This is an optimization exercise on Yosys and OpenROAD, whose aim is small area, a short achievable clock period and few clock cycles, not a production implementation. At most, simulation tests tie the RTL to the original design; equivalence was not proved.

## the baseline
==> module interpolation, before the edit <==
module interpolation (
    input           clk,
    input           RST,
    input           START,
    input   [5:0]   H0,
    input   [5:0]   V0,
    input   [3:0]   SW,
    input   [3:0]   SH,
    output          REN,
    input   [7:0]   R_DATA,
    output  [11:0]  ADDR,
    output  [7:0]   O_DATA,
    output          O_VALID
);
    parameter Q = 5;
    reg [5:0] h0;
    reg [3:0] dh, dv;            
    reg       ract;
    reg [4:0] rrow;              
    reg [3:0] rfv;               
    reg [5:0] rtop;              
    reg [3:0] rj;                
    reg       rph;               
    reg [11:0] addr;
    reg       ren;
    reg       iss;               
    reg [2:0] cr;                
    reg       b1, v2, b2, v3, b3, p4;
    reg [3:0] f1, f2, f3;
    reg [7:0] rd, ta;              
    reg [12:0] vp;
    reg [7:0] q [0:Q-1];
    reg [2:0] cnt;
    reg [4:0] oc;                
    reg [3:0] ofh;
    reg       hc, hl;            
    reg [12:0] hp;
    reg       hv;
    reg [7:0] odata;
    reg       ovalid;
    assign REN = ren;
    assign ADDR = addr;
    assign O_DATA = odata;
    assign O_VALID = ovalid;
    localparam [4:0] FIRST = 5'd1, LAST = 5'd24;
    function [4:0] step;
        input [4:0] x;
        step = {x[3:0], x[4] ^ x[2]};
    endfunction
    function [12:0] lerp_a;
        input [7:0] a, b;
        input [3:0] f;
        reg [7:0] m0, m1, m2, m3;
        reg [9:0] p, r;
        reg [4:0] lo;
        begin
            m0 = f[0] ? b : a;
            m1 = f[1] ? b : a;
            m2 = f[2] ? b : a;
            m3 = f[3] ? b : a;
            p = {2'b0, a} + {2'b0, m0} + {1'b0, m1, 1'b0};
            r = {2'b0, m2} + {1'b0, m3, 1'b0};
            lo = {1'b0, p[5:2]} + {1'b0, r[3:0]};
            lerp_a = {p[9:6], r[9:4], lo[4], lo[3:2]};
        end
    endfunction
    function [7:0] lerp_b;
        input [12:0] x;
        reg [5:0] hi;
        begin
            hi = {2'b0, x[12:9]} + x[8:3] + {5'b0, x[2]};
            lerp_b = {hi, x[1:0]};
        end
    endfunction
    wire       prod = p4;
    wire [7:0] cval = lerp_b(vp);
    wire [7:0] qL = q[0];
    wire [7:0] qR = q[1];
    wire       hz = (ofh == 4'd0);
    wire       fire = (cnt != 3'd0) && (hz || cnt > 3'd1);
    wire       shift = fire && (hl || hc);
    wire [4:0] hsum = {1'b0, ofh} + {1'b0, dh};
    wire [4:0] hnext = {1'b0, hsum[3:0]} + {1'b0, dh};
    wire [4:0] ocnext = step(oc);
    wire       issue_first = ract && !rph && (cr != 3'd0 || shift);
    wire       issue = issue_first || (ract && rph);
    wire       direct = (rfv == 4'd0);
    wire       col_done = rph || (issue_first && direct);
    wire       row_done = col_done && (rj == dh);
    wire [4:0] vsum = {1'b0, rfv} + {1'b0, dv};
    wire [5:0] rbot = rtop + 6'd1;
    wire [2:0] wslot = cnt - {2'b0, shift};
    always @(posedge clk or posedge RST) begin
        if (RST) begin
            ract <= 1'b0;
            iss <= 1'b0;
            v2 <= 1'b0;
            v3 <= 1'b0;
            p4 <= 1'b0;
            cnt <= 3'd0;
            cr <= Q;
            hv <= 1'b0;
            ovalid <= 1'b0;
        end else begin
            iss <= issue;
            v2 <= iss;
            v3 <= v2;
            p4 <= v3 && (b3 || f3 == 4'd0);
            cr <= cr - {2'b0, issue_first} + {2'b0, shift};
            if (row_done && rrow == LAST) ract <= 1'b0;
            if (START) ract <= 1'b1;
            cnt <= cnt - {2'b0, shift} + {2'b0, prod};
            hv <= fire;
            ovalid <= hv;
        end
    end
    integer i;
    always @(posedge clk) begin
        rd <= R_DATA;
        ta <= b2 ? rd : R_DATA;
        b1 <= rph;
        b2 <= b1;
        b3 <= b2;
        vp <= lerp_a(ta, rd, f3);
        f1 <= rfv;
        f2 <= f1;
        f3 <= f2;
        ren <= !issue;
        addr <= {rph ? rbot : rtop, h0 + {2'b0, rj}};
        if (issue_first && !direct) rph <= 1'b1;
        if (col_done) begin
            rph <= 1'b0;
            if (row_done) begin
                rj <= 4'd0;
                rrow <= step(rrow);
                rfv <= vsum[3:0];
                if (vsum[4]) rtop <= rbot;
            end else begin
                rj <= rj + 4'd1;
            end
        end
        for (i = 0; i < Q; i = i + 1) begin
            if (prod && wslot == i)
                q[i] <= cval;
            else if (shift && i < Q - 1)
                q[i] <= q[i + 1];
        end
        hp <= lerp_a(qL, qR, ofh);
        odata <= lerp_b(hp);
        if (fire) begin
            if (hl) begin
                oc <= FIRST;
                ofh <= 4'd0;
                hc <= 1'b0;
                hl <= 1'b0;
            end else begin
                oc <= ocnext;
                ofh <= hsum[3:0];
                hc <= hnext[4];
                hl <= (ocnext == LAST);
            end
        end
        if (START) begin
            h0 <= H0;
            dh <= SW - 4'd1;
            dv <= SH - 4'd1;
            rtop <= V0;
            rfv <= 4'd0;
            rrow <= FIRST;
            rj <= 4'd0;
            rph <= 1'b0;
            oc <= FIRST;
            ofh <= 4'd0;
            hc <= 1'b0;
            hl <= 1'b0;
        end
    end
endmodule
==> flow/config.mk <==
export PLATFORM = sky130hd
export DESIGN_NAME = interpolation
export DESIGN_NICKNAME = interpolation
export VERILOG_FILES = /design/flow/design.v
export SDC_FILE = /design/flow/constraint.sdc
export NUM_CORES = 4
export LEC_CHECK = 0
export CAP_MARGIN = 20
export CORE_MARGIN = 2
export CORE_UTILIZATION = 40
export CTS_BUF_LIST = sky130_fd_sc_hd__clkbuf_8
export PLACE_DENSITY = 0.6
export SLEW_MARGIN = 20
==> flow/constraint.sdc <==
create_clock -name core_clock -period 12.0 [get_ports {clk}]
set_input_delay 2.4000 -clock core_clock [delete_from_list [all_inputs] [get_ports {clk}]]
set_output_delay 2.4000 -clock core_clock [all_outputs]
set_load 0.01 [all_outputs]
standard.sh (not shown) runs the stock make flow with config.mk's settings and CLKGATE_MAP_FILE= SYNTH_SCRIPT=/design/flow/synth_recipe.tcl, a recipe that flattens the netlist after the stock synthesis.
==> flow/flow/run.sh <==
#!/bin/bash
# The standard layout, with repair_timing aiming below the clock period and
# port buffers of the smallest buffer cell.
set -euo pipefail
bash standard.sh SETUP_SLACK_MARGIN=8.6 "BUFFER_PORTS_ARGS=-buffer_cell sky130_fd_sc_hd__buf_1" "CTS_ARGS=-sink_clustering_enable -repair_clock_nets -buf_list sky130_fd_sc_hd__clkbuf_8 -root_buf sky130_fd_sc_hd__clkbuf_16 -sink_clustering_size 30 -sink_clustering_max_diameter 300 -sink_buffer_max_cap_derate 1.0 -dont_use_dummy_load" finish > flow_standard.log 2>&1
Testbench counts of the baseline, summed over its fixed seeds: cycles 32,963.
#### Input delta (the candidate over the baseline)
--- a/flow/design.v
+++ b/flow/design.v
@@ -26,16 +26,16 @@
     reg       iss;               
     reg [2:0] cr;                
     reg       b1, v2, b2, v3, b3, p4;
     reg [3:0] f1, f2, f3;
-    reg [7:0] rd, ta;              
-    reg [12:0] vp;
+    reg [7:0] rd, tp;              
+    reg [11:0] vp;
     reg [7:0] q [0:Q-1];
     reg [2:0] cnt;
     reg [4:0] oc;                
     reg [3:0] ofh;
     reg       hc, hl;            
-    reg [12:0] hp;
+    reg [11:0] hp;
     reg       hv;
     reg [7:0] odata;
     reg       ovalid;
     assign REN = ren;
@@ -46,31 +46,31 @@
     function [4:0] step;
         input [4:0] x;
         step = {x[3:0], x[4] ^ x[2]};
     endfunction
-    function [12:0] lerp_a;
+    function [11:0] lerp_a;
         input [7:0] a, b;
         input [3:0] f;
         reg [7:0] m0, m1, m2, m3;
         reg [9:0] p, r;
-        reg [4:0] lo;
+        reg [5:0] lo;
         begin
             m0 = f[0] ? b : a;
             m1 = f[1] ? b : a;
             m2 = f[2] ? b : a;
             m3 = f[3] ? b : a;
             p = {2'b0, a} + {2'b0, m0} + {1'b0, m1, 1'b0};
             r = {2'b0, m2} + {1'b0, m3, 1'b0};
-            lo = {1'b0, p[5:2]} + {1'b0, r[3:0]};
-            lerp_a = {p[9:6], r[9:4], lo[4], lo[3:2]};
+            lo = {1'b0, p[6:2]} + {1'b0, r[4:0]};
+            lerp_a = {p[9:7], r[9:5], lo[5], lo[4:2]};
         end
     endfunction
     function [7:0] lerp_b;
-        input [12:0] x;
-        reg [5:0] hi;
+        input [11:0] x;
+        reg [4:0] hi;
         begin
-            hi = {2'b0, x[12:9]} + x[8:3] + {5'b0, x[2]};
-            lerp_b = {hi, x[1:0]};
+            hi = {2'b0, x[11:9]} + x[8:4] + {4'b0, x[3]};
+            lerp_b = {hi, x[2:0]};
         end
     endfunction
     wire       prod = p4;
     wire [7:0] cval = lerp_b(vp);
@@ -116,18 +116,18 @@
     end
     integer i;
     always @(posedge clk) begin
         rd <= R_DATA;
-        ta <= b2 ? rd : R_DATA;
+        tp <= rd;
         b1 <= rph;
         b2 <= b1;
         b3 <= b2;
-        vp <= lerp_a(ta, rd, f3);
+        vp <= lerp_a(rd, tp, f3);
         f1 <= rfv;
         f2 <= f1;
         f3 <= f2;
         ren <= !issue;
-        addr <= {rph ? rbot : rtop, h0 + {2'b0, rj}};
+        addr <= {(rph || direct) ? rtop : rbot, h0 + {2'b0, rj}};
         if (issue_first && !direct) rph <= 1'b1;
         if (col_done) begin
             rph <= 1'b0;
             if (row_done) begin
==> comparison <==
The candidate finished all stages; the layout is clean.
Delta (the candidate minus the baseline): final core area utilization closely matched the old numbers, routed metal-1 wirelength -about 5.5%, simple logic cell fraction of the synthesized area higher, routed length per instance down about 3.5%.
Delta (the candidate minus the baseline): sequential cell count moved down, layout clock buffer count level, post-synthesis average cell area moved up.
Summary of the candidate over the baseline: proportion of cell area occupied by registers ~0 delta; total wire length -4.9%.
The candidate — area added between synthesis and finish 1.6 points higher, the baseline as reference
Testbench counts of the candidate, summed over its fixed seeds: cycles 32,963.

* * *

blue:
The RTL this note starts from:
==> flow/design.v <==
module interpolation (
    input           clk,
    input           RST,
    input           START,
    input   [5:0]   H0,
    input   [5:0]   V0,
    input   [3:0]   SW,
    input   [3:0]   SH,
    output          REN,
    input   [7:0]   R_DATA,
    output  [11:0]  ADDR,
    output  [7:0]   O_DATA,
    output          O_VALID
);
    parameter Q = 5;
    reg [5:0] h0;
    reg [3:0] dh, dv;            
    reg       ract;
    reg [4:0] rrow;              
    reg [3:0] rfv;               
    reg [5:0] rtop;              
    reg [3:0] rj;                
    reg       rph;               
    reg [11:0] addr;
    reg       ren;
    reg [2:0] cr;                
    reg       b1, v2, b2, v3, b3, p4;
    reg [3:0] f1, f2, f3;
    reg [7:0] rd, ta;              
    reg [10:0] vp;
    reg [7:0] q [0:Q-1];
    reg [2:0] cnt;
    reg [4:0] oc;                
    reg [3:0] ofh;
    reg       hc, hl;            
    reg [10:0] hp;
    reg       hv;
    reg [7:0] odata;
    reg       ovalid;
    assign REN = ren;
    assign ADDR = addr;
    assign O_DATA = odata;
    assign O_VALID = ovalid;
    localparam [4:0] FIRST = 5'd1, LAST = 5'd24;
    function [4:0] step;
        input [4:0] x;
        step = {x[3:0], x[4] ^ x[2]};
    endfunction
    function [10:0] lerp_a;
        input [7:0] a, b;
        input [3:0] f;
        reg [7:0] m0, m1, m2, m3;
        reg [9:0] p, r;
        reg [6:0] lo;
        begin
            m0 = f[0] ? b : a;
            m1 = f[1] ? b : a;
            m2 = f[2] ? b : a;
            m3 = f[3] ? b : a;
            p = {2'b0, a} + {2'b0, m0} + {1'b0, m1, 1'b0};
            r = {2'b0, m2} + {1'b0, m3, 1'b0};
            lo = {1'b0, p[7:2]} + {1'b0, r[5:0]};
            lerp_a = {p[9:8], r[9:6], lo[6], lo[5:2]};
        end
    endfunction
    function [7:0] lerp_b;
        input [10:0] x;
        reg [3:0] hi;
        begin
            hi = {2'b0, x[10:9]} + x[8:5] + {3'b0, x[4]};
            lerp_b = {hi, x[3:0]};
        end
    endfunction
    wire       prod = p4;
    wire [7:0] cval = lerp_b(vp);
    wire [7:0] qL = q[0];
    wire [7:0] qR = q[1];
    wire       hz = (ofh == 4'd0);
    wire       fire = (cnt != 3'd0) && (hz || cnt > 3'd1);
    wire       shift = fire && (hl || hc);
    wire [4:0] hsum = {1'b0, ofh} + {1'b0, dh};
    wire [4:0] hnext = {1'b0, hsum[3:0]} + {1'b0, dh};
    wire [4:0] ocnext = step(oc);
    wire       issue_first = ract && !rph && (cr != 3'd0 || shift);
    wire       issue = issue_first || (ract && rph);
    wire       direct = (rfv == 4'd0);
    wire       col_done = rph || (issue_first && direct);
    wire       row_done = col_done && (rj == dh);
    wire [4:0] vsum = {1'b0, rfv} + {1'b0, dv};
    wire [5:0] rbot = rtop + 6'd1;
    wire [2:0] wslot = cnt - {2'b0, shift};
    always @(posedge clk or posedge RST) begin
        if (RST) begin
            ract <= 1'b0;
            v2 <= 1'b0;
            v3 <= 1'b0;
            p4 <= 1'b0;
            cnt <= 3'd0;
            cr <= Q;
            hv <= 1'b0;
            ovalid <= 1'b0;
        end else begin
            v2 <= !ren;
            v3 <= v2;
            p4 <= v3 && (b3 || f3 == 4'd0);
            cr <= cr - {2'b0, issue_first} + {2'b0, shift};
            if (row_done && rrow == LAST) ract <= 1'b0;
            if (START) ract <= 1'b1;
            cnt <= cnt - {2'b0, shift} + {2'b0, prod};
            hv <= fire;
            ovalid <= hv;
        end
    end
    integer i;
    always @(posedge clk) begin
        rd <= R_DATA;
        ta <= b2 ? rd : R_DATA;
        b1 <= rph;
        b2 <= b1;
        b3 <= b2;
        vp <= lerp_a(ta, rd, f3);
        f1 <= rfv;
        f2 <= f1;
        f3 <= f2;
        ren <= !issue;
        addr <= {rph ? rbot : rtop, h0 + {2'b0, rj}};
        if (issue_first && !direct) rph <= 1'b1;
        if (col_done) begin
            rph <= 1'b0;
            if (row_done) begin
                rj <= 4'd0;
                rrow <= step(rrow);
                rfv <= vsum[3:0];
                if (vsum[4]) rtop <= rbot;
            end else begin
                rj <= rj + 4'd1;
            end
        end
        for (i = 0; i < Q; i = i + 1) begin
            if (prod && wslot == i)
                q[i] <= cval;
            else if (shift && i < Q - 1)
                q[i] <= q[i + 1];
        end
        hp <= lerp_a(qL, qR, ofh);
        odata <= lerp_b(hp);
        if (fire) begin
            if (hl) begin
                oc <= FIRST;
                ofh <= 4'd0;
                hc <= 1'b0;
                hl <= 1'b0;
            end else begin
                oc <= ocnext;
                ofh <= hsum[3:0];
                hc <= hnext[4];
                hl <= (ocnext == LAST);
            end
        end
        if (START) begin
            h0 <= H0;
            dh <= SW - 4'd1;
            dv <= SH - 4'd1;
            rtop <= V0;
            rfv <= 4'd0;
            rrow <= FIRST;
            rj <= 4'd0;
            rph <= 1'b0;
            oc <= FIRST;
            ofh <= 4'd0;
            hc <= 1'b0;
            hl <= 1'b0;
        end
    end
endmodule
export LEC_CHECK = 0
export CAP_MARGIN = 20
export CORE_MARGIN = 2
export CORE_UTILIZATION = 40
export CTS_BUF_LIST = sky130_fd_sc_hd__clkbuf_8
export PLACE_DENSITY = 0.6
export SLEW_MARGIN = 20
create_clock -name core_clock -period 12.0 [get_ports {clk}]
Scripts as last shown in full above: flow/flow/run.sh
Input-level comparison between purple and blue:
--- a/flow/design.v
+++ b/flow/design.v
@@ -24,61 +24,59 @@
     reg [11:0] addr;
     reg       ren;
     reg [2:0] cr;                
     reg       b1, v2, b2, v3, b3, p4;
     reg [3:0] f1, f2, f3;
     reg [7:0] rd, ta;              
-    reg [10:0] vp;
+    reg [9:0] vp;
+    reg [9:0] vr;
     reg [7:0] q [0:Q-1];
     reg [2:0] cnt;
     reg [4:0] oc;                
     reg [3:0] ofh;
-    reg       hc, hl;            
-    reg [10:0] hp;
+    reg       hz, hc, hl;        
+    reg [9:0] hp;
+    reg [9:0] hr;
     reg       hv;
     reg [7:0] odata;
     reg       ovalid;
     assign REN = ren;
     assign ADDR = addr;
     assign O_DATA = odata;
     assign O_VALID = ovalid;
     localparam [4:0] FIRST = 5'd1, LAST = 5'd24;
     function [4:0] step;
         input [4:0] x;
         step = {x[3:0], x[4] ^ x[2]};
     endfunction
-    function [10:0] lerp_a;
+    function [19:0] lerp_a;
         input [7:0] a, b;
         input [3:0] f;
         reg [7:0] m0, m1, m2, m3;
-        reg [9:0] p, r;
-        reg [6:0] lo;
         begin
             m0 = f[0] ? b : a;
             m1 = f[1] ? b : a;
             m2 = f[2] ? b : a;
             m3 = f[3] ? b : a;
-            p = {2'b0, a} + {2'b0, m0} + {1'b0, m1, 1'b0};
-            r = {2'b0, m2} + {1'b0, m3, 1'b0};
-            lo = {1'b0, p[7:2]} + {1'b0, r[5:0]};
-            lerp_a = {p[9:8], r[9:6], lo[6], lo[5:2]};
+            lerp_a[19:10] = {2'b0, a} + {2'b0, m0} + {1'b0, m1, 1'b0};
+            lerp_a[9:0] = {2'b0, m2} + {1'b0, m3, 1'b0};
         end
     endfunction
     function [7:0] lerp_b;
-        input [10:0] x;
-        reg [3:0] hi;
+        input [9:0] p;
+        input [9:0] r;
+        reg [11:0] s;
         begin
-            hi = {2'b0, x[10:9]} + x[8:5] + {3'b0, x[4]};
-            lerp_b = {hi, x[3:0]};
+            s = {2'b0, p} + {r, 2'b0};
+            lerp_b = s[11:4];
         end
     endfunction
     wire       prod = p4;
-    wire [7:0] cval = lerp_b(vp);
+    wire [7:0] cval = lerp_b(vp, vr);
     wire [7:0] qL = q[0];
     wire [7:0] qR = q[1];
-    wire       hz = (ofh == 4'd0);
     wire       fire = (cnt != 3'd0) && (hz || cnt > 3'd1);
     wire       shift = fire && (hl || hc);
     wire [4:0] hsum = {1'b0, ofh} + {1'b0, dh};
     wire [4:0] hnext = {1'b0, hsum[3:0]} + {1'b0, dh};
     wire [4:0] ocnext = step(oc);
     wire       issue_first = ract && !rph && (cr != 3'd0 || shift);
@@ -115,13 +113,13 @@
     always @(posedge clk) begin
         rd <= R_DATA;
         ta <= b2 ? rd : R_DATA;
         b1 <= rph;
         b2 <= b1;
         b3 <= b2;
-        vp <= lerp_a(ta, rd, f3);
+        {vp, vr} <= lerp_a(ta, rd, f3);
         f1 <= rfv;
         f2 <= f1;
         f3 <= f2;
         ren <= !issue;
         addr <= {rph ? rbot : rtop, h0 + {2'b0, rj}};
         if (issue_first && !direct) rph <= 1'b1;
@@ -139,23 +137,25 @@
         for (i = 0; i < Q; i = i + 1) begin
             if (prod && wslot == i)
                 q[i] <= cval;
             else if (shift && i < Q - 1)
                 q[i] <= q[i + 1];
         end
-        hp <= lerp_a(qL, qR, ofh);
-        odata <= lerp_b(hp);
+        {hp, hr} <= lerp_a(qL, qR, ofh);
+        odata <= lerp_b(hp, hr);
         if (fire) begin
             if (hl) begin
                 oc <= FIRST;
                 ofh <= 4'd0;
+                hz <= 1'b1;
                 hc <= 1'b0;
                 hl <= 1'b0;
             end else begin
                 oc <= ocnext;
                 ofh <= hsum[3:0];
+                hz <= (hsum[3:0] == 4'd0);
                 hc <= hnext[4];
                 hl <= (ocnext == LAST);
             end
         end
         if (START) begin
             h0 <= H0;
@@ -165,11 +165,12 @@
             rfv <= 4'd0;
             rrow <= FIRST;
             rj <= 4'd0;
             rph <= 1'b0;
             oc <= FIRST;
             ofh <= 4'd0;
+            hz <= 1'b1;
             hc <= 1'b0;
             hl <= 1'b0;
         end
     end
 endmodule
### Flow results
Compared with blue, purple shows a sequential fraction of total cell area that is 1.4 points higher.
Summary of the comparison: hold slack is lower in purple, relative to blue.
blue → purple: count of instances resized after the clock tree is built now smaller; first-pass GRT wire length went down 1.9%.
purple reports a higher synthesized area than blue does.
Taking blue as 1.0, purple lands at 1.09 on clock sink total.
purple has setup slack at placement above what blue had.
No run of this note included a check of the RTL's function; only the layout flow was run.

-- re-timing with driven ports --
In the flow no input, the clock included, has a driving cell. The finished layouts below were timed again as built, in two steps.
Step 1 assumes that a clkbuf_16 drives the clock port and a buf_2 every other input.
Step 2 moves the port delays by t, midway between the first and last clock arrival at a register: inputs arrive t later, outputs are due t later. That takes back most of the time a late clock gives input paths.
Slacks: no drivers / after step 1 / after step 2; pairs: no drivers / after step 1.
run	t, ns	slack for setup (ns)	worst setup path at the end	latest minus earliest clock arrival (ns)	pins driven straight from the clock port
the baseline	0.413	8.685 / 8.641 / 8.420	input to register	0.041 / 0.041	1
the candidate	0.410	8.736 / 8.694 / 8.405	input to register	0.035 / 0.035	1
blue	0.417	8.701 / 8.654 / 8.458	input to register	0.043 / 0.042	1
purple	0.408	8.709 / 8.667 / 8.406	input to register	0.040 / 0.039	1
After both steps every run listed still meets setup and hold. The setup slack of the candidate, which loses most, moves by -0.042 ns with the drivers and by -0.331 ns with both steps.
